Background: an optimization exercise with open tools, aiming at small area. Do not read the settings as production practice. RTL that was checked went through simulation tests only; none was proved equivalent to the original. Function not checked in run 1: the RTL went through the layout flow alone. No activity file was given, so power comes from the tool's default toggle rates.

$ cat flow/design.v
module DRAM32XN (
  input  wire       CLK,
  input  wire [9:0] DATA_IN,
  input  wire       WE_Q,        
  input  wire [3:0] WA,
  input  wire [3:0] RA,
  input  wire       RD_HIST,     
  input  wire       LD,          
  input  wire [3:0] PA,
  input  wire       PF,
  output wire [9:0] DATA_Q,      
  output wire [9:0] DOUT         
);
reg [9:0] hist [0:15];           
integer k;
always @ (posedge CLK) begin
  hist[1] <= DATA_IN;
  hist[2] <= hist[1] & {10{WE_Q}};
  for (k = 3; k < 16; k = k + 1)
    hist[k] <= hist[k-1];
  hist[0] <= hist[15];
end
assign DATA_Q = hist[1];
reg [9:0] pv;
always @ (posedge CLK)
  if (LD)
    pv <= DATA_IN;
wire [3:0] age = WA - RA;
assign DOUT = (PF && RA == PA) ? pv :
              RD_HIST ? hist[age] : 10'd0;
endmodule
`timescale 1 ns / 1ps
module chnlbond (
  input  wire       clk,
  input  wire       rst,
  input  wire [9:0] rawdata,
  input  wire       rawdata_vld,
  input  wire       other_ch0_rdy,
  input  wire       other_ch1_rdy,
  output reg        iamrdy,
  output reg [9:0]  sdata,
  output wire [9:0] rawdata_q,
  output wire       sdata_tkn,    
  input  wire [3:0] wa,
  input  wire       we_q,
  input  wire       rd_hist,
  input  wire       vld_rising,
  input  wire       ld,
  input  wire [3:0] pa,
  input  wire       pf
);
  localparam CTRLTOKEN0 = 10'b1101010100;
  localparam CTRLTOKEN1 = 10'b0010101011;
  localparam CTRLTOKEN2 = 10'b0101010100;
  localparam CTRLTOKEN3 = 10'b1010101011;
  reg [3:0] ra;
  wire [9:0] dpfo_dout;
  DRAM32XN cbfifo_i (
    .CLK(clk), .DATA_IN(rawdata), .WE_Q(we_q), .WA(wa), .RA(ra),
    .RD_HIST(rd_hist), .LD(ld), .PA(pa), .PF(pf),
    .DATA_Q(rawdata_q), .DOUT(dpfo_dout));
  always @ (posedge clk) begin
    sdata <= dpfo_dout;
  end
  assign sdata_tkn = ((sdata == CTRLTOKEN0) || (sdata == CTRLTOKEN1) || (sdata == CTRLTOKEN2) || (sdata == CTRLTOKEN3));
  reg rcvd_ctkn, rcvd_ctkn_q;
  reg blnkbgn;
  always @ (posedge clk) begin
    rcvd_ctkn <= sdata_tkn;
    rcvd_ctkn_q <= rcvd_ctkn;
    blnkbgn <= !rcvd_ctkn_q & rcvd_ctkn;
  end
  wire next_blnkbgn;
  reg skip_line;
  always @ (posedge clk) begin
    if(!rawdata_vld)
      skip_line <= 1'b0;
    else if(blnkbgn)
      skip_line <= 1'b1;
  end
  assign next_blnkbgn = skip_line & blnkbgn;
  always @ (posedge clk) begin
    if(!rawdata_vld)
      iamrdy <= 1'b0;
    else if(next_blnkbgn)
      iamrdy <= 1'b1;
  end
  wire all_rdy = other_ch0_rdy & other_ch1_rdy & iamrdy;
  reg ra_en;
  always @ (posedge clk) begin
    if(rst)
      ra_en <= 1'b0;
    else if(vld_rising || all_rdy)
      ra_en <= 1'b1;
    else if(next_blnkbgn)
      ra_en <= 1'b0;
  end
  always @ (posedge clk) begin
    if(!rawdata_vld)
      ra <= 4'h0;
    else if(ra_en)
      ra <= ra + 1'b1;
  end
endmodule
`timescale 1 ns / 1ps
module phasealign (
   input  wire       rst,
   input  wire       clk,
   input  wire [9:0] sdata_q,     
   input  wire       dcm_ovflw,
   output reg        psen,        
   output reg        psincdec,    
   output wire       psaligned,   
   output wire       psalgnerr
);
  localparam CTRLTOKEN0 = 10'b1101010100;
  localparam CTRLTOKEN1 = 10'b0010101011;
  localparam CTRLTOKEN2 = 10'b0101010100;
  localparam CTRLTOKEN3 = 10'b1010101011;
  reg tkn_q, rcvd_ctkn, rcvd_ctkn_q, blnkbgn;
  wire tkn = (sdata_q == CTRLTOKEN0) || (sdata_q == CTRLTOKEN1) ||
             (sdata_q == CTRLTOKEN2) || (sdata_q == CTRLTOKEN3);
  always @ (posedge clk) begin
    tkn_q       <= tkn;
    rcvd_ctkn   <= tkn_q;
    rcvd_ctkn_q <= rcvd_ctkn;
    blnkbgn     <= !rcvd_ctkn_q & rcvd_ctkn;
  end
  reg [9:0] ctkn_srh_timer;
  reg ctkn_srh_rst;
  reg ctkn_srh_tout;
  always @ (posedge clk) begin
    if (ctkn_srh_rst)
      ctkn_srh_timer <= 10'd0;
    else
      ctkn_srh_timer <= ctkn_srh_timer + 1'b1;
    ctkn_srh_tout <= &ctkn_srh_timer;
  end
  reg [3:0] ctkn_counter;
  reg ctkn_cnt_rst;
  reg ctkn_cnt_tout;
  always @ (posedge clk) begin
    if(ctkn_cnt_rst)
      ctkn_counter <= 4'd0;
    else
      ctkn_counter <= ctkn_counter + 1'b1;
    ctkn_cnt_tout <= &ctkn_counter;
  end
  localparam [3:0] INITDEC     = 4'd0;
  localparam [3:0] TESTDEC     = 4'd1;
  localparam [3:0] INITDECDONE = 4'd2;
  localparam [3:0] IDLE        = 4'd3;
  localparam [3:0] PSINC       = 4'd4;
  localparam [3:0] PSINCDONE   = 4'd5;
  localparam [3:0] TESTOVFLW   = 4'd6;
  localparam [3:0] PSDEC       = 4'd7;
  localparam [3:0] PSDECDONE   = 4'd8;
  localparam [3:0] RCVDCTKN    = 4'd9;
  localparam [3:0] EYEOPENS    = 4'd10;
  localparam [3:0] JTRZONE     = 4'd11;
  localparam [3:0] PSALGND1    = 4'd12;  
  localparam [3:0] PSALGND     = 4'd13;
  localparam [3:0] PSALGNERR1  = 4'd14;  
  localparam [3:0] PSALGNERR   = 4'd15;
  reg [3:0] cstate, nstate;
  reg [9:0] ps_cnt;
  reg [9:0] openeye_bgn;
  wire [9:0] eye_sum = openeye_bgn + ps_cnt;
  wire [9:0] to_mid  = {1'b0, eye_sum[9:1]} - ps_cnt;
  reg found_jtrzone;
  reg [2:0] openeye_counter;   
  reg [1:0] inc_since_eye;     
  wire found_vld_openeye = (openeye_counter == 3'd5);
  always @ (posedge clk) begin
    if(rst)
      ps_cnt <= 10'h0;
    else if(cstate == JTRZONE && found_vld_openeye)
      ps_cnt <= to_mid;
    else if(cstate == PSINCDONE || cstate == PSDECDONE)
      ps_cnt <= ps_cnt + 1'b1;
  end
  wire ps_cnt_full   = ps_cnt[9];
  wire psdec_cnt_end = (ps_cnt == 10'd0);
  always @ (posedge clk) begin
    if (rst)
      cstate <= INITDEC;
    else
      cstate <= nstate;
  end
  always @ (*) begin
    case (cstate)
      INITDEC:     nstate = TESTDEC;
      TESTDEC:     nstate = INITDECDONE;
      INITDECDONE: nstate = (dcm_ovflw) ? IDLE : INITDEC;
      IDLE: begin
        if(blnkbgn)
          nstate = RCVDCTKN;
        else if(ctkn_srh_tout)
          nstate = JTRZONE;
        else
          nstate = (ps_cnt_full) ? PSALGNERR1 : IDLE;
      end
      RCVDCTKN: begin
        if(rcvd_ctkn)
          nstate = (ctkn_cnt_tout) ? EYEOPENS : RCVDCTKN;
        else
          nstate = IDLE;
      end
      EYEOPENS:    nstate = PSINC;
      JTRZONE:     nstate = (found_vld_openeye) ? PSDEC : PSINC;
      PSINC:       nstate = PSINCDONE;
      PSINCDONE:   nstate = TESTOVFLW;
      TESTOVFLW:   nstate = (dcm_ovflw) ? PSALGNERR1 : IDLE;
      PSDEC:       nstate = PSDECDONE;
      PSDECDONE:   nstate = (psdec_cnt_end) ? PSALGND1 : PSDEC;
      PSALGND1:    nstate = PSALGND;
      PSALGND:     nstate = PSALGND;
      PSALGNERR1:  nstate = PSALGNERR;
      default:     nstate = PSALGNERR;
    endcase
  end
  assign psaligned = (cstate == PSALGND);
  assign psalgnerr = (cstate == PSALGNERR);
  always @ (posedge clk) begin
    if(rst) begin
      psen            <= 1'b0;
      psincdec        <= 1'b0;
      openeye_bgn     <= 10'h0;
      found_jtrzone   <= 1'b0;
      openeye_counter <= 3'd0;
      inc_since_eye   <= 2'd0;
      ctkn_srh_rst    <= 1'b1;
      ctkn_cnt_rst    <= 1'b1;
    end else begin
      psen <= ((cstate == INITDEC) && !dcm_ovflw) || (cstate == PSINC) || (cstate == PSDEC);
      psincdec <= (cstate == IDLE) || (cstate == RCVDCTKN) || (cstate == PSINC) ||
                  (cstate == PSINCDONE) || (cstate == TESTOVFLW) || (cstate == EYEOPENS) ||
                  (cstate == JTRZONE) || (cstate == PSALGNERR1) || (cstate == PSALGNERR);
      ctkn_srh_rst <= !((cstate == IDLE) || (cstate == RCVDCTKN));
      ctkn_cnt_rst <= !(cstate == RCVDCTKN);
      if (cstate == JTRZONE) begin
        found_jtrzone <= 1'b1;
      end
      if (cstate == EYEOPENS) begin
        if (found_jtrzone) begin
          if (inc_since_eye == 2'd1) begin
            if (!found_vld_openeye)
              openeye_counter <= openeye_counter + 1'b1;
          end else begin
            openeye_bgn <= ps_cnt;
            if (!found_vld_openeye)
              openeye_counter <= 3'd0;
          end
        end
        inc_since_eye <= 2'd0;
      end else if (cstate == PSINCDONE && inc_since_eye != 2'd2) begin
        inc_since_eye <= inc_since_eye + 1'b1;
      end
    end
  end
endmodule
`timescale 1ns / 1ps
module syncer (
  input  wire pclk_x1_in,
  input  wire [9:0] data_raw,       
  input  wire [4:0] idelay_cnt,     
  output wire ps_ce,                
  output wire ps_inc,               
  output wire bitslip,              
  input  wire all_vld,        
  input  wire other_ch0_rdy,  
  input  wire other_ch1_rdy,  
  output wire iamvld,         
  output wire iamrdy,         
  output wire [9:0] vdout,    
  output wire vdout_tkn,      
  input  wire rst_fsm,
  input  wire [3:0] wa,       
  input  wire we_q,
  input  wire rd_hist,
  input  wire vld_rising,
  input  wire ld,
  input  wire [3:0] pa,
  input  wire pf
);
wire pclk = pclk_x1_in;
wire phasealigned;
wire psalgnerr;
wire [9:0] data_q;
wire ps_overflow = &idelay_cnt;
reg [1:0] slipseq;
reg searchdone_q;
wire wSearchDone = ps_overflow & psalgnerr;
wire searchdone_pls = !searchdone_q & wSearchDone;
always @ (posedge pclk) begin
  searchdone_q <= wSearchDone;
  if (searchdone_pls)
    slipseq <= 2'd1;
  else if (slipseq != 2'd0)
    slipseq <= slipseq + 2'd1;
end
assign bitslip = (slipseq == 2'd1);
wire wIntReset = (slipseq != 2'd0);
phasealign PhaseAlignment (
  .rst(rst_fsm || wIntReset),
  .clk(pclk),
  .sdata_q(data_q),
  .dcm_ovflw(ps_overflow),
  .psen(ps_ce),
  .psincdec(ps_inc),
  .psaligned(phasealigned),
  .psalgnerr(psalgnerr)
);
assign iamvld = phasealigned;
chnlbond ChannelBond (
  .clk(pclk),
  .rst(rst_fsm),
  .rawdata(data_raw),
  .rawdata_vld(all_vld),
  .other_ch0_rdy(other_ch0_rdy),
  .other_ch1_rdy(other_ch1_rdy),
  .iamrdy(iamrdy),
  .sdata(vdout),
  .rawdata_q(data_q),
  .sdata_tkn(vdout_tkn),
  .wa(wa), .we_q(we_q), .rd_hist(rd_hist), .vld_rising(vld_rising),
  .ld(ld), .pa(pa), .pf(pf)
);
endmodule
`timescale 1ns / 1ps
module decoder
(
  input  wire clk,
  input  wire [9:0] data_raw,
  input  wire is_token,
  input  wire data_ready,
  output reg  c0,
  output reg  c1,
  output reg  vde,
  output reg [7:0] vdout
);
wire [7:0] data_dec = {data_raw[7:1] ^ data_raw[6:0] ^ {7{~data_raw[8]}},
                       data_raw[0] ^ data_raw[9]};
always @ (posedge clk) begin
  if(data_ready) begin
    if(is_token) begin
      c0 <= data_raw[0];
      c1 <= data_raw[9] ^ data_raw[8];
    end else begin
      vdout <= data_dec;
    end
    vde <= !is_token;
  end else begin
    c0 <= 1'b0;
    c1 <= 1'b0;
    vde <= 1'b0;
    vdout <= 8'b00000000;
  end
end
endmodule
`timescale 1ns / 1ps
module hdmi_rx (
  input  wire       clk,           
  input  wire       rst,           
  input  wire [9:0] raw0,          
  input  wire [9:0] raw1,
  input  wire [9:0] raw2,
  input  wire [4:0] dly_cnt0,      
  input  wire [4:0] dly_cnt1,
  input  wire [4:0] dly_cnt2,
  output wire [2:0] dly_ce,        
  output wire [2:0] dly_inc,       
  output wire [2:0] bitslip,       
  output wire [9:0] tmds_d0,       
  output wire [9:0] tmds_d1,
  output wire [9:0] tmds_d2,
  output wire       data_valid,    
  output wire       data_ready,    
  output wire       hsync,         
  output wire       vsync,
  output wire [2:0] vde,
  output wire [7:0] blue,
  output wire [7:0] green,
  output wire [7:0] red
);
wire blue_vld, green_vld, red_vld;
wire blue_rdy, green_rdy, red_rdy;
assign data_valid = blue_vld & green_vld & red_vld;
assign data_ready = blue_rdy & green_rdy & red_rdy;
reg       rst_q;       
reg       we, we_q;    
reg [3:0] wa;          
reg [3:0] pa;          
reg       pf;          
wire      ld = rst_q & we & ~rst;
always @ (posedge clk) begin
  rst_q <= rst;
  we    <= data_valid;
  we_q  <= we;
  if (data_valid)
    wa <= wa + 1'b1;
  else
    wa <= 4'h0;
  if (ld)
    pa <= wa;
  if (rst)
    pf <= 1'b0;
  else if (ld)
    pf <= 1'b1;
  else if (we && wa == pa)
    pf <= 1'b0;
end
wire rd_hist = we & we_q & ~rst_q;    
wire vld_rising = we & ~we_q;         
wire tkn0, tkn1, tkn2;                
syncer bluesyncer (
  .pclk_x1_in(clk), .data_raw(raw0), .idelay_cnt(dly_cnt0),
  .ps_ce(dly_ce[0]), .ps_inc(dly_inc[0]), .bitslip(bitslip[0]),
  .all_vld(data_valid), .other_ch0_rdy(green_rdy), .other_ch1_rdy(red_rdy),
  .iamvld(blue_vld), .iamrdy(blue_rdy), .vdout(tmds_d0), .vdout_tkn(tkn0), .rst_fsm(rst),
  .wa(wa), .we_q(we_q), .rd_hist(rd_hist), .vld_rising(vld_rising),
  .ld(ld), .pa(pa), .pf(pf));
syncer greensyncer (
  .pclk_x1_in(clk), .data_raw(raw1), .idelay_cnt(dly_cnt1),
  .ps_ce(dly_ce[1]), .ps_inc(dly_inc[1]), .bitslip(bitslip[1]),
  .all_vld(data_valid), .other_ch0_rdy(blue_rdy), .other_ch1_rdy(red_rdy),
  .iamvld(green_vld), .iamrdy(green_rdy), .vdout(tmds_d1), .vdout_tkn(tkn1), .rst_fsm(rst),
  .wa(wa), .we_q(we_q), .rd_hist(rd_hist), .vld_rising(vld_rising),
  .ld(ld), .pa(pa), .pf(pf));
syncer redsyncer (
  .pclk_x1_in(clk), .data_raw(raw2), .idelay_cnt(dly_cnt2),
  .ps_ce(dly_ce[2]), .ps_inc(dly_inc[2]), .bitslip(bitslip[2]),
  .all_vld(data_valid), .other_ch0_rdy(blue_rdy), .other_ch1_rdy(green_rdy),
  .iamvld(red_vld), .iamrdy(red_rdy), .vdout(tmds_d2), .vdout_tkn(tkn2), .rst_fsm(rst),
  .wa(wa), .we_q(we_q), .rd_hist(rd_hist), .vld_rising(vld_rising),
  .ld(ld), .pa(pa), .pf(pf));
wire unused_c0_g, unused_c1_g, unused_c0_r, unused_c1_r;
decoder bluedecoder (.clk(clk), .data_raw(tmds_d0), .is_token(tkn0), .data_ready(data_ready),
  .c0(hsync), .c1(vsync), .vde(vde[0]), .vdout(blue));
decoder greendecoder (.clk(clk), .data_raw(tmds_d1), .is_token(tkn1), .data_ready(data_ready),
  .c0(unused_c0_g), .c1(unused_c1_g), .vde(vde[1]), .vdout(green));
decoder reddecoder (.clk(clk), .data_raw(tmds_d2), .is_token(tkn2), .data_ready(data_ready),
  .c0(unused_c0_r), .c1(unused_c1_r), .vde(vde[2]), .vdout(red));
endmodule
$ cat flow/run.sh
#!/bin/bash
# synth_recipe.tcl (not shown) runs the flow's synth.tcl, then flattens the netlist and writes it again
# the make line also repeats each setting of config.mk as NAME=value (left out here)
make -C /OpenROAD-flow-scripts/flow DESIGN_CONFIG=/design/flow/config.mk WORK_HOME=/design/flow/orfs CLKGATE_MAP_FILE= SYNTH_SCRIPT=/design/flow/synth_recipe.tcl finish
$ cat flow/config.mk
export PLATFORM = sky130hd
export DESIGN_NAME = hdmi_rx
export DESIGN_NICKNAME = hdmi_rx
export VERILOG_FILES = /design/flow/design.v
export SDC_FILE = /design/flow/constraint.sdc
export NUM_CORES = 4
export LEC_CHECK = 0
export CAP_MARGIN = 20
export CORE_MARGIN = 2
export CORE_UTILIZATION = 40
export CTS_BUF_LIST = sky130_fd_sc_hd__clkbuf_8 sky130_fd_sc_hd__clkbuf_16
export CTS_CLUSTER_DIAMETER = 100
export CTS_CLUSTER_SIZE = 30
export SLEW_MARGIN = 20
$ cat flow/constraint.sdc
create_clock -name core_clock -period 5.0 [get_ports {clk}]
set_input_delay 1.0000 -clock core_clock [delete_from_list [all_inputs] [get_ports {clk}]]
set_output_delay 1.0000 -clock core_clock [all_outputs]
set_load 0.01 [all_outputs]
==> notes.md, run 1 <==
Outcome
The run finished with no timing, DRC or antenna violations.

Place
At the end of routability-driven placement, the weighted congestion stood at 0.881. The number of cells after detailed placement is 3868. Summed over all nets, the half-perimeter wirelength after detailed placement is 47500 µm. In this run the tool buffered the top-level ports with 116 buffer cells.

Critical path
The worst setup path is launched from a register. The endpoint arrival time on the critical path is 3.47 ns. By startpoint and endpoint, the worst setup path is classified as register to primary output. The startpoint identified for the worst register-to-register timing path is wa[0]. The worst setup path is captured at a primary output. The launch point of the critical path is bluesyncer.PhaseAlignment.cstate[0]. The required time of the critical path is 4.00 ns. Of all nets on the critical path, the largest fanout is 22.

Timing
Setup total negative slack on the finished layout was measured at 0 ns. Measured against its own limit, the worst slew margin works out to 0.284. The number of hold violations in the final report is 0. Final hold analysis gives a worst-case slack of 0.335 ns. The final-report max-slew violation count is 0. For the pin with the worst max-slew slack, the measured transition is 1.07 ns. Setup repair after global routing left no endpoint under its margin. The share of the cycle needed by the critical path after routing is 0.895. On the final layout, the worst clock skew is 0.0280 ns.

The final-report setup violation count is 0. The time the worst path needs with I/O delays and setup is 4.47 ns. Based on the critical path, the design can be clocked at up to 0.223 GHz.

Detailed routing
The number of remaining DRC errors is 0. The violation count after the first detailed-route iteration is 1448. The first detailed-routing pass ran for 5 iterations. The mean number of vias per cell is 5.33.

The routed length per placed instance is 17.5 µm. The routed design has 68800 µm of wire. The routed layout has 20900 vias. The residual antenna-violating net count after detailed routing is 0.

Power and ir drop
VDD sags by at most 207 µV. Of the total power, the clock network draws 0.351. The share of total power dissipated in combinational logic is 0.022. The power density normalized to cell area is 307 nW/µm². The reported leakage power is 0.0127 µW. The internal power of the cells totals 7930 µW. Of the total power, the share spent switching nets is 0.218. The switching power is 2220 µW. The fraction of power consumed by sequential logic is 0.626.

Floorplan
In this run the vertical extent of the chip is 277 µm. For this configuration, the core starts out at a cell density of 0.402. The floorplan step defined a core boundary enclosing 74200 µm².

During I/O placement, the number of pins put on the boundary was 117. The die footprint is 76900 µm². The row count is 100.

The width of the die is 277 µm.

Clocking
In this run the number of H-tree levels came out at 2. Clock-pin slew was measured on the worst setup and hold paths at 0.11 ns. The clock passes through at most 3 buffers. Post-CTS timing repair inserted 0 buffers for setup.

The later pin in the worst-skew pair is clocked with a latency of 0.59 ns. The clock drives 782 sinks. The quantity of hold-fixing buffers added after cts is 0.

The cell sitting at the root of the clock tree is a sky130_fd_sc_hd__clkbuf_16. The number of buffers created by CTS is 35. After clock tree synthesis, the repair step resized 0 gates. TritonCTS built the clock tree.

Synth
In this run the cell area of the synthesized design comes to 29900 µm². The mean post-synth cell area is 10.3 µm². The count of distinct cell types in the synthesized netlist is 87. The Yosys step of the flow raised 7 warnings. Of the post-synthesis cell area, the dominant cell type holds 0.501. Counting every net in the synthesized netlist gives 3076.

The primary flip-flop cell chosen by synthesis mapping is sky130_fd_sc_hd__dfxtp_1. After synthesis the netlist holds a flip-flop and latch count of 782. By area the synthesized netlist is led by sky130_fd_sc_hd__dfxtp_1, sky130_fd_sc_hd__ha_1, sky130_fd_sc_hd__edfxtp_1.

In the synthesized netlist the async set-or-reset flop fraction comes to 0. Counting every instance in the synthesized netlist gives 2898. Of all cell types, the one taking the most synthesized area is sky130_fd_sc_hd__dfxtp_1. The number of flops mapped to enable cells by yosys is 34. The part of the Yosys area used for sequential elements is 0.536.

Min path
The kind of path behind the tightest hold check is register to register. The hold path startpoint is bluesyncer.ChannelBond.cbfifo_i.hist[12][7].

Finish
Of the cells placed in the final design, the portion with a size suffix greater than 1 is 0.0558. After the flow finishes, the layout carries non-filler instances totaling 3926. Fill cells in the final layout number 6975. The number of nets in the layout is 3115. The repair_antennas step left the layout with diodes totalling 0.

The core occupancy in the finished layout is 0.445. Leaving out fill and tap cells, the most frequent cells in the layout are sky130_fd_sc_hd__dfxtp_1, sky130_fd_sc_hd__nor2_1, sky130_fd_sc_hd__nand2_1, sky130_fd_sc_hd__a21oi_1, sky130_fd_sc_hd__o21ai_0. The relative area change from synthesis to final layout is 10.5%. The library cell used most frequently in the layout, excluding fill and tap cells, is sky130_fd_sc_hd__dfxtp_1.

Global route
The all-layer global routing usage is 0.176. The number of global-route vias before repair came to 20900. The first global-routing pass estimated 111000 µm of wire. After global routing the overflow that remains totals 0. Entering global routing, the biggest net connects 59 pins. The initial antenna violation count was 0.

Job
Max-cap violations in this run came to 0.
## flip-flops by register name, indices dropped and copies added, names as in the netlist, 10 cells and up
register,count
redsyncer.PhaseAlignment.ctkn_srh_timer,10
greensyncer.PhaseAlignment.ctkn_srh_timer,10
redsyncer.ChannelBond.sdata,10
redsyncer.PhaseAlignment.openeye_bgn,10
redsyncer.PhaseAlignment.ps_cnt,10
bluesyncer.PhaseAlignment.openeye_bgn,10
greensyncer.PhaseAlignment.ps_cnt,10
redsyncer.ChannelBond.cbfifo_i.pv,10
greensyncer.ChannelBond.cbfifo_i.hist,160
greensyncer.ChannelBond.sdata,10
greensyncer.ChannelBond.cbfifo_i.pv,10
bluesyncer.ChannelBond.cbfifo_i.pv,10
redsyncer.ChannelBond.cbfifo_i.hist,160
bluesyncer.ChannelBond.sdata,10
greensyncer.PhaseAlignment.openeye_bgn,10
bluesyncer.PhaseAlignment.ctkn_srh_timer,10
bluesyncer.ChannelBond.cbfifo_i.hist,160
bluesyncer.PhaseAlignment.ps_cnt,10
## power by group through the flow
stage               clock network [µW]  logic, µW  registers [µW]
finish                            3560        227            6350
global placement                     0        221            6490
global route                      3890        251            6360
floorplan                            0        154            6470
CTS                               3690        230            6350
detailed placement                   0        229            6490
## cells in the mapped netlist (9+ instances only)
master	instances
sky130_fd_sc_hd__dfxtp_1	748
sky130_fd_sc_hd__nor2_1	264
sky130_fd_sc_hd__nand2_1	185
sky130_fd_sc_hd__a21oi_1	166
sky130_fd_sc_hd__o21ai_0	126
sky130_fd_sc_hd__ha_1	122
sky130_fd_sc_hd__nand3_1	114
sky130_fd_sc_hd__inv_1	111
sky130_fd_sc_hd__mux2i_1	88
sky130_fd_sc_hd__xnor2_1	79
sky130_fd_sc_hd__nor3_1	64
sky130_fd_sc_hd__clkbuf_1	63
sky130_fd_sc_hd__xor2_1	61
sky130_fd_sc_hd__a211oi_1	47
sky130_fd_sc_hd__buf_2	43
sky130_fd_sc_hd__and3_1	39
sky130_fd_sc_hd__nor2b_1	38
sky130_fd_sc_hd__and2_1	35
sky130_fd_sc_hd__a31oi_1	34
sky130_fd_sc_hd__edfxtp_1	34
sky130_fd_sc_hd__nand4_1	33
sky130_fd_sc_hd__mux4_2	30
sky130_fd_sc_hd__buf_4	25
sky130_fd_sc_hd__mux2_2	24
sky130_fd_sc_hd__a21o_1	18
sky130_fd_sc_hd__o211ai_1	18
sky130_fd_sc_hd__o21a_1	17
sky130_fd_sc_hd__a22oi_1	16
sky130_fd_sc_hd__or3_1	16
sky130_fd_sc_hd__nand3b_1	15
sky130_fd_sc_hd__nand2b_1	14
sky130_fd_sc_hd__a311oi_1	10
sky130_fd_sc_hd__nor4_1	10
sky130_fd_sc_hd__a32oi_1	9
sky130_fd_sc_hd__fa_1	9
sky130_fd_sc_hd__o31ai_1	9
## metal layers
layer	share of wire	GRT usage	wire length, µm
met1	0.46	0.228	31500
met2	0.49	0.311	33600
met3	0.033	0.0222	2290
met4	0.020	0.0443	1410
met5	0	0	0
## final cells by class
cell class	instances	area (µm²)	area share
Sequential cell	782	16000	0.485
Multi-Input combinational cell	1858	12800	0.388
Timing Repair Buffer	147	1390	0.0422
Tap cell	969	1210	0.0367
Clock buffer	37	926	0.0281
Inverter	113	424	0.0129
Clock inverter	20	243	0.00736
## worst max-delay path: stages (launching register included)
cell and delay (ns):
sky130_fd_sc_hd__dfxtp_1 0.67, sky130_fd_sc_hd__nor2b_1 0.41, sky130_fd_sc_hd__nand2_1 0.07, sky130_fd_sc_hd__or4_1 0.88, sky130_fd_sc_hd__inv_1 0.20, sky130_fd_sc_hd__clkdlybuf4s50_1 0.64
## cell families after synthesis
group	count (synthesis)	share of synthesized area
compound gates	571	0.121
xor+xnor	145	0.0438
fa+ha+maj	131	0.0571
buf+inv	258	0.0387
flops	782	0.536
mux	145	0.0634
simple gates	866	0.140
## through the flow
step / area, µm² / total power, µW / setup slack, ns
3_5_place_dp: 31800 / 6720 / 1.11
5_1_grt: 33000 / 10500 / 0.218
3_3_place_gp: 31800 / 6710 / 1.13
6_report: 33000 / 10100 / 0.526
4_1_cts: 33000 / 10300 / 0.446
2_1_floorplan: 29900 / 6620 / 1.99
## path summary, 6_finish.rpt
kind | to | slack [ns] | depth (start not counted)
worst max register to register | redsyncer.ChannelBond.sdata[4] | 1.53 | 8
worst max-delay path | data_valid | 0.53 | 5
worst min-delay path | bluesyncer.ChannelBond.cbfifo_i.hist[13][7] | 0.33 | 0
worst min register to register | bluesyncer.ChannelBond.cbfifo_i.hist[13][7] | 0.33 | 0
==> inputs of run 2 (changes only) <==
--- a/flow/design.v
+++ b/flow/design.v
@@ -4,7 +4,6 @@
   input  wire       WE_Q,        
-  input  wire [3:0] WA,
-  input  wire [3:0] RA,
+  input  wire [3:0] AGE,        
   input  wire       RD_HIST,     
   input  wire       LD,          
-  input  wire [3:0] PA,
+  input  wire [3:0] PDIFF,      
   input  wire       PF,
@@ -27,5 +26,4 @@
     pv <= DATA_IN;
-wire [3:0] age = WA - RA;
-assign DOUT = (PF && RA == PA) ? pv :
-              RD_HIST ? hist[age] : 10'd0;
+assign DOUT = (PF && AGE == PDIFF) ? pv :
+              RD_HIST ? hist[AGE] : 10'd0;
 endmodule
@@ -43,3 +41,2 @@
   output wire       sdata_tkn,    
-  input  wire [3:0] wa,
   input  wire       we_q,
@@ -48,3 +45,3 @@
   input  wire       ld,
-  input  wire [3:0] pa,
+  input  wire [3:0] pdiff,
   input  wire       pf
@@ -55,7 +52,7 @@
   localparam CTRLTOKEN3 = 10'b1010101011;
-  reg [3:0] ra;
+  reg [3:0] age;
   wire [9:0] dpfo_dout;
   DRAM32XN cbfifo_i (
-    .CLK(clk), .DATA_IN(rawdata), .WE_Q(we_q), .WA(wa), .RA(ra),
-    .RD_HIST(rd_hist), .LD(ld), .PA(pa), .PF(pf),
+    .CLK(clk), .DATA_IN(rawdata), .WE_Q(we_q), .AGE(age),
+    .RD_HIST(rd_hist), .LD(ld), .PDIFF(pdiff), .PF(pf),
     .DATA_Q(rawdata_q), .DOUT(dpfo_dout));
@@ -99,5 +96,5 @@
     if(!rawdata_vld)
-      ra <= 4'h0;
-    else if(ra_en)
-      ra <= ra + 1'b1;
+      age <= 4'h0;
+    else if(!ra_en)
+      age <= age + 1'b1;
   end
@@ -131,2 +128,3 @@
   reg ctkn_srh_tout;
+  wire srh_fb = ctkn_srh_timer[9] ^ ctkn_srh_timer[6] ^ ~|ctkn_srh_timer[8:0];
   always @ (posedge clk) begin
@@ -135,4 +133,4 @@
     else
-      ctkn_srh_timer <= ctkn_srh_timer + 1'b1;
-    ctkn_srh_tout <= &ctkn_srh_timer;
+      ctkn_srh_timer <= {ctkn_srh_timer[8:0], srh_fb};
+    ctkn_srh_tout <= (ctkn_srh_timer == 10'b1000000000);
   end
@@ -141,2 +139,3 @@
   reg ctkn_cnt_tout;
+  wire cnt_fb = ctkn_counter[3] ^ ctkn_counter[2] ^ ~|ctkn_counter[2:0];
   always @ (posedge clk) begin
@@ -145,4 +144,4 @@
     else
-      ctkn_counter <= ctkn_counter + 1'b1;
-    ctkn_cnt_tout <= &ctkn_counter;
+      ctkn_counter <= {ctkn_counter[2:0], cnt_fb};
+    ctkn_cnt_tout <= (ctkn_counter == 4'b1000);
   end
@@ -277,3 +276,2 @@
   input  wire rst_fsm,
-  input  wire [3:0] wa,       
   input  wire we_q,
@@ -282,3 +280,3 @@
   input  wire ld,
-  input  wire [3:0] pa,
+  input  wire [3:0] pdiff,    
   input  wire pf
@@ -325,4 +323,4 @@
   .sdata_tkn(vdout_tkn),
-  .wa(wa), .we_q(we_q), .rd_hist(rd_hist), .vld_rising(vld_rising),
-  .ld(ld), .pa(pa), .pf(pf)
+  .we_q(we_q), .rd_hist(rd_hist), .vld_rising(vld_rising),
+  .ld(ld), .pdiff(pdiff), .pf(pf)
 );
@@ -413,2 +411,3 @@
 wire rd_hist = we & we_q & ~rst_q;    
+wire [3:0] pdiff = wa - pa;
 wire vld_rising = we & ~we_q;         
@@ -420,4 +419,4 @@
   .iamvld(blue_vld), .iamrdy(blue_rdy), .vdout(tmds_d0), .vdout_tkn(tkn0), .rst_fsm(rst),
-  .wa(wa), .we_q(we_q), .rd_hist(rd_hist), .vld_rising(vld_rising),
-  .ld(ld), .pa(pa), .pf(pf));
+  .we_q(we_q), .rd_hist(rd_hist), .vld_rising(vld_rising),
+  .ld(ld), .pdiff(pdiff), .pf(pf));
 syncer greensyncer (
@@ -427,4 +426,4 @@
   .iamvld(green_vld), .iamrdy(green_rdy), .vdout(tmds_d1), .vdout_tkn(tkn1), .rst_fsm(rst),
-  .wa(wa), .we_q(we_q), .rd_hist(rd_hist), .vld_rising(vld_rising),
-  .ld(ld), .pa(pa), .pf(pf));
+  .we_q(we_q), .rd_hist(rd_hist), .vld_rising(vld_rising),
+  .ld(ld), .pdiff(pdiff), .pf(pf));
 syncer redsyncer (
@@ -434,4 +433,4 @@
   .iamvld(red_vld), .iamrdy(red_rdy), .vdout(tmds_d2), .vdout_tkn(tkn2), .rst_fsm(rst),
-  .wa(wa), .we_q(we_q), .rd_hist(rd_hist), .vld_rising(vld_rising),
-  .ld(ld), .pa(pa), .pf(pf));
+  .we_q(we_q), .rd_hist(rd_hist), .vld_rising(vld_rising),
+  .ld(ld), .pdiff(pdiff), .pf(pf));
 wire unused_c0_g, unused_c1_g, unused_c0_r, unused_c1_r;
--- a/flow/config.mk
+++ b/flow/config.mk
@@ -10,5 +10,5 @@
 export CORE_UTILIZATION = 40
-export CTS_BUF_LIST = sky130_fd_sc_hd__clkbuf_8 sky130_fd_sc_hd__clkbuf_16
+export CTS_BUF_LIST = sky130_fd_sc_hd__clkbuf_16
 export CTS_CLUSTER_DIAMETER = 100
-export CTS_CLUSTER_SIZE = 30
+export CTS_CLUSTER_SIZE = 25
 export SLEW_MARGIN = 20
==> notes.md, run 2 <==
Outcome
The flow ran to the end and the layout has no timing, DRC or antenna violations.

Timing
The relative slew slack is 0.318 (+0.0342). The highest clock rate is 0.225 GHz (+0.85%). The worst clock skew on the final layout is 0.0271 ns (-0.000861 ns). The time the worst path needs with I/O delays and setup is 4.44 ns (-0.0376 ns). Setup repair after global routing left no endpoint under its margin.

The final-report setup violation count is 0 (unchanged). The final-report max-slew violation count came to 0 (unchanged). The measured slew at the worst slew-check pin is 1.02 ns (-0.0504 ns). The number of hold violations in the final report is 0 (unchanged). The setup TNS is 0 ns (unchanged). The share of the cycle needed by the critical path after routing is 0.887 (-0.00753). The worst hold slack came to 0.342 ns (+0.00683 ns).

Detailed routing
The total wirelength of the detailed-routed design is 64400 µm (-6.5%). The violation count after the first detailed-route iteration is 1531 (+5.7%). The residual antenna-violating net count after detailed routing was 0 (unchanged). The total vias in the final route came to 19800 (-5.6%). The number of remaining DRC errors is 0 (unchanged). The mean number of vias per cell was 5.37 (+0.77%). The routed length per placed instance came to 17.5 µm (-0.16%).

The detailed-router iteration count before antenna repair is 6 (+1).

Min path
The kind of path behind the tightest hold check is register to register.

Finish
The largest registers in the layout are bluesyncer.ChannelBond.cbfifo_i.hist x160, greensyncer.ChannelBond.cbfifo_i.hist x160, redsyncer.ChannelBond.cbfifo_i.hist x160. The number of diodes is 0 (unchanged). The relative area change from synthesis to final layout came to 10.5% (about the same). The cell area after layout is 31400 µm² (-4.8%).

The proportion of layout cells with a drive suffix above 1 is 0.0424 (-0.0134). The number of nets in the layout came to 2896 (-7.0%). In the layout the commonest cells are sky130_fd_sc_hd__dfxtp_1, sky130_fd_sc_hd__nor2_1, sky130_fd_sc_hd__a21oi_1, sky130_fd_sc_hd__nand2_1, sky130_fd_sc_hd__inv_1.

The library cell used most frequently in the layout, excluding fill and tap cells, is sky130_fd_sc_hd__dfxtp_1.

Critical path
The cell family contributing the most delay on the critical path is simple AND/OR/NAND/NOR gates. The maximum fanout count along the critical path was 22 (unchanged). The type of the setup path with the least slack is register to primary output. The critical path buffer and inverter count is 2 (unchanged). STA classifies the critical path startpoint as a register. The largest stage delay on the critical path is 0.88 ns (about the same). Traced cell by cell, the critical path runs through nor2b_1 > nand3_1 > or4_1 > inv_1 > clkdlybuf4s50_1. The slowest cell on the critical path is sky130_fd_sc_hd__or4_1. The endpoint arrival time on the critical path was 3.44 ns (-0.03 ns). The required time of the critical path is 4.00 ns (about the same). STA classifies the critical path endpoint as a primary output.

Clocking
The clock-pin slew on the worst setup and hold paths is 0.10 ns (about the same). The sink count of the clock tree is 782 (unchanged). The quantity of hold-fixing buffers added after cts is 0 (unchanged). The maximum buffer depth of the clock tree was 3 (unchanged). The clock tree from TritonCTS is yes. The count of H-tree levels built during CTS is 2 (unchanged). The post-CTS setup buffer count is 0 (unchanged). The number of buffers created by CTS is 37 (+5.7%).

The clock latency on the worst-skew pair is 0.61 ns (+0.02 ns). The post-cts gate resize count is 0 (unchanged). The cell sitting at the root of the clock tree is a sky130_fd_sc_hd__clkbuf_16.

Global route
The initial antenna violation count was 1 (+1). The number of global-route vias before repair came to 19600 (-6.3%). The maximum number of pins on one net before global-route repair is 46 (-22%).

The overflow left after global routing was 0 (unchanged). The wire length of the first global-routing pass is 104000 µm (-6.2%). The all-layer global routing usage is 0.172 (-0.00382).

Job
The max-cap check violation count is 0 (unchanged).

Synth
Yosys attributes the largest share of cell area to sky130_fd_sc_hd__dfxtp_1, sky130_fd_sc_hd__ha_1, sky130_fd_sc_hd__edfxtp_1. The number of flops mapped to enable cells by yosys is 34 (unchanged). The flop and latch count out of synthesis is 782 (unchanged). The total of warnings raised by yosys is 7 (unchanged). Counting instances in the post-synthesis netlist gives the leading cell types as sky130_fd_sc_hd__dfxtp_1, sky130_fd_sc_hd__nor2_1, sky130_fd_sc_hd__a21oi_1. The netlist area before placement is 28400 µm² (-4.8%). The share of synthesized flip-flops with an asynchronous set or reset is 0 (unchanged). The mean post-synth cell area came to 10.6 µm² (+2.4%). The gate count after technology mapping was 2693 (-7.1%). The cell taking the most area after synthesis is sky130_fd_sc_hd__dfxtp_1. The part of the Yosys area used for sequential elements is 0.563 (+0.0271). The count of distinct cell types in the synthesized netlist is 83 (-4.6%). The area share of the largest cell type after synthesis is 0.527 (+0.0253). The most frequent cell after synthesis is sky130_fd_sc_hd__dfxtp_1. The net count of the mapped netlist is 2869 (-6.7%). The primary flip-flop cell chosen by synthesis mapping is sky130_fd_sc_hd__dfxtp_1.

Power and ir drop
The power density normalized to cell area was 322 nW/µm² (+4.6%). The reported leakage power is 0.0116 µW (-8.8%). The peak ir drop on the vdd network is 238 µV (+15%).

Place
The placed cell area is 30300 µm² (-4.7%). The port buffer count is 116 (unchanged). The weighted congestion at the end of routability-driven global placement is 0.827 (-6.2%). The HPWL after detailed placement was 43300 µm (-8.9%).

Floorplan
The initial core utilization was 0.405 (+0.00274). The width of the die is 271 µm (-2.4%). The row count is 97 (-3.0%). The standard cell core area is 70100 µm² (-5.5%). The die footprint came to 73200 µm² (-4.7%). The boundary pin count is 117 (unchanged). The die height is 271 µm (-2.4%).
[run 2: cell count changes after synthesis, sizes merged, moves of 42 or more]
cell,delta
mux2i,-68
a22oi,+61
nand3,-57
o21ai,-50
nand2,-43
a222oi,+42
[run 2: per-layer routing]
metal  GRT usage  part of all wire
met4      0.0411             0.015
met5           0                 0
met2       0.288              0.47
met3      0.0215             0.043
met1       0.237              0.47
[run 2: stage by stage]
step                      power [µW]  utilization  instances  setup slack [ns]
after global routing           10500        0.448       3678             0.263
final                          10100        0.448       3678             0.563
after global placement          6830        0.432       3620              1.27
after CTS                      10200        0.448       3677             0.476
after floorplan                 6710            -       2693              1.89
after detailed placement        6840        0.432       3620              1.15
[run 2: where the power goes]
group | leakage, µW | switching, µW | total (µW) | internal (µW)
sequential | 0.00635 | 62.0 | 6370 | 6310
combinational | 0.00463 | 173 | 320 | 147
clock | 0.000578 | 1950 | 3410 | 1460
[run 2: cells by family after synthesis]
logic type | synth area share
AOI/OAI and AO/OA | 0.158
buffers and inverters | 0.0370
and+or+nand+nor | 0.127
adders and majority gates | 0.0586
DFF | 0.563
xor gates and xnor gates | 0.0396
muxes | 0.0177
[run 2: final cells by class]
cell class	count	area [µm²]
clock buffers	38	951
clock inverters	19	135
fillers	6690	38700
inverters	113	424
multi-input cells	1650	11400
flip-flops and latches	782	16000
well taps	940	1180
repair buffers	136	1310
[run 2: final timing paths]
kind | start | to | slack [ns] | cells after the start
setup reg to reg | bluesyncer.PhaseAlignment.ps_cnt[0] | bluesyncer.PhaseAlignment.ps_cnt[9] | 1.28 | 14
hold reg to reg | redsyncer.ChannelBond.cbfifo_i.hist[3][4] | redsyncer.ChannelBond.cbfifo_i.hist[4][4] | 0.34 | 0
setup / recovery | redsyncer.PhaseAlignment.cstate[0] | data_valid | 0.56 | 5
hold / removal | redsyncer.ChannelBond.cbfifo_i.hist[3][4] | redsyncer.ChannelBond.cbfifo_i.hist[4][4] | 0.34 | 0

[re-timing with driven ports]
In the flow no input, the clock included, has a driving cell. The finished layouts below were timed again as built, in two steps. Step 1: set_driving_cell puts a clkbuf_16 on clk and a buf_2 on each other input, an assumption about the parent block. Step 2 adds t to the input delays and takes it off the output delays; t is the mean of the earliest and latest rising clock arrival at the registers after step 1. Input paths then give back, and output paths get back, about the clock's delay inside the block. a / b / c = no drivers / after step 1 / after step 2; a / b = the first two.
| run | t (ns) | setup WS [ns] | slew at the worst register clock pin (ns) | worst slew at a driven data input, ns |
|---|---|---|---|---|
| run 1 | 0.639 | 0.526 / 0.461 / 1.099 | 0.12 / 0.12 | 0.05 |
| run 2 | 0.653 | 0.563 / 0.500 / 1.153 | 0.10 / 0.10 | 0.05 |
After both steps setup and hold are still met in every run listed.
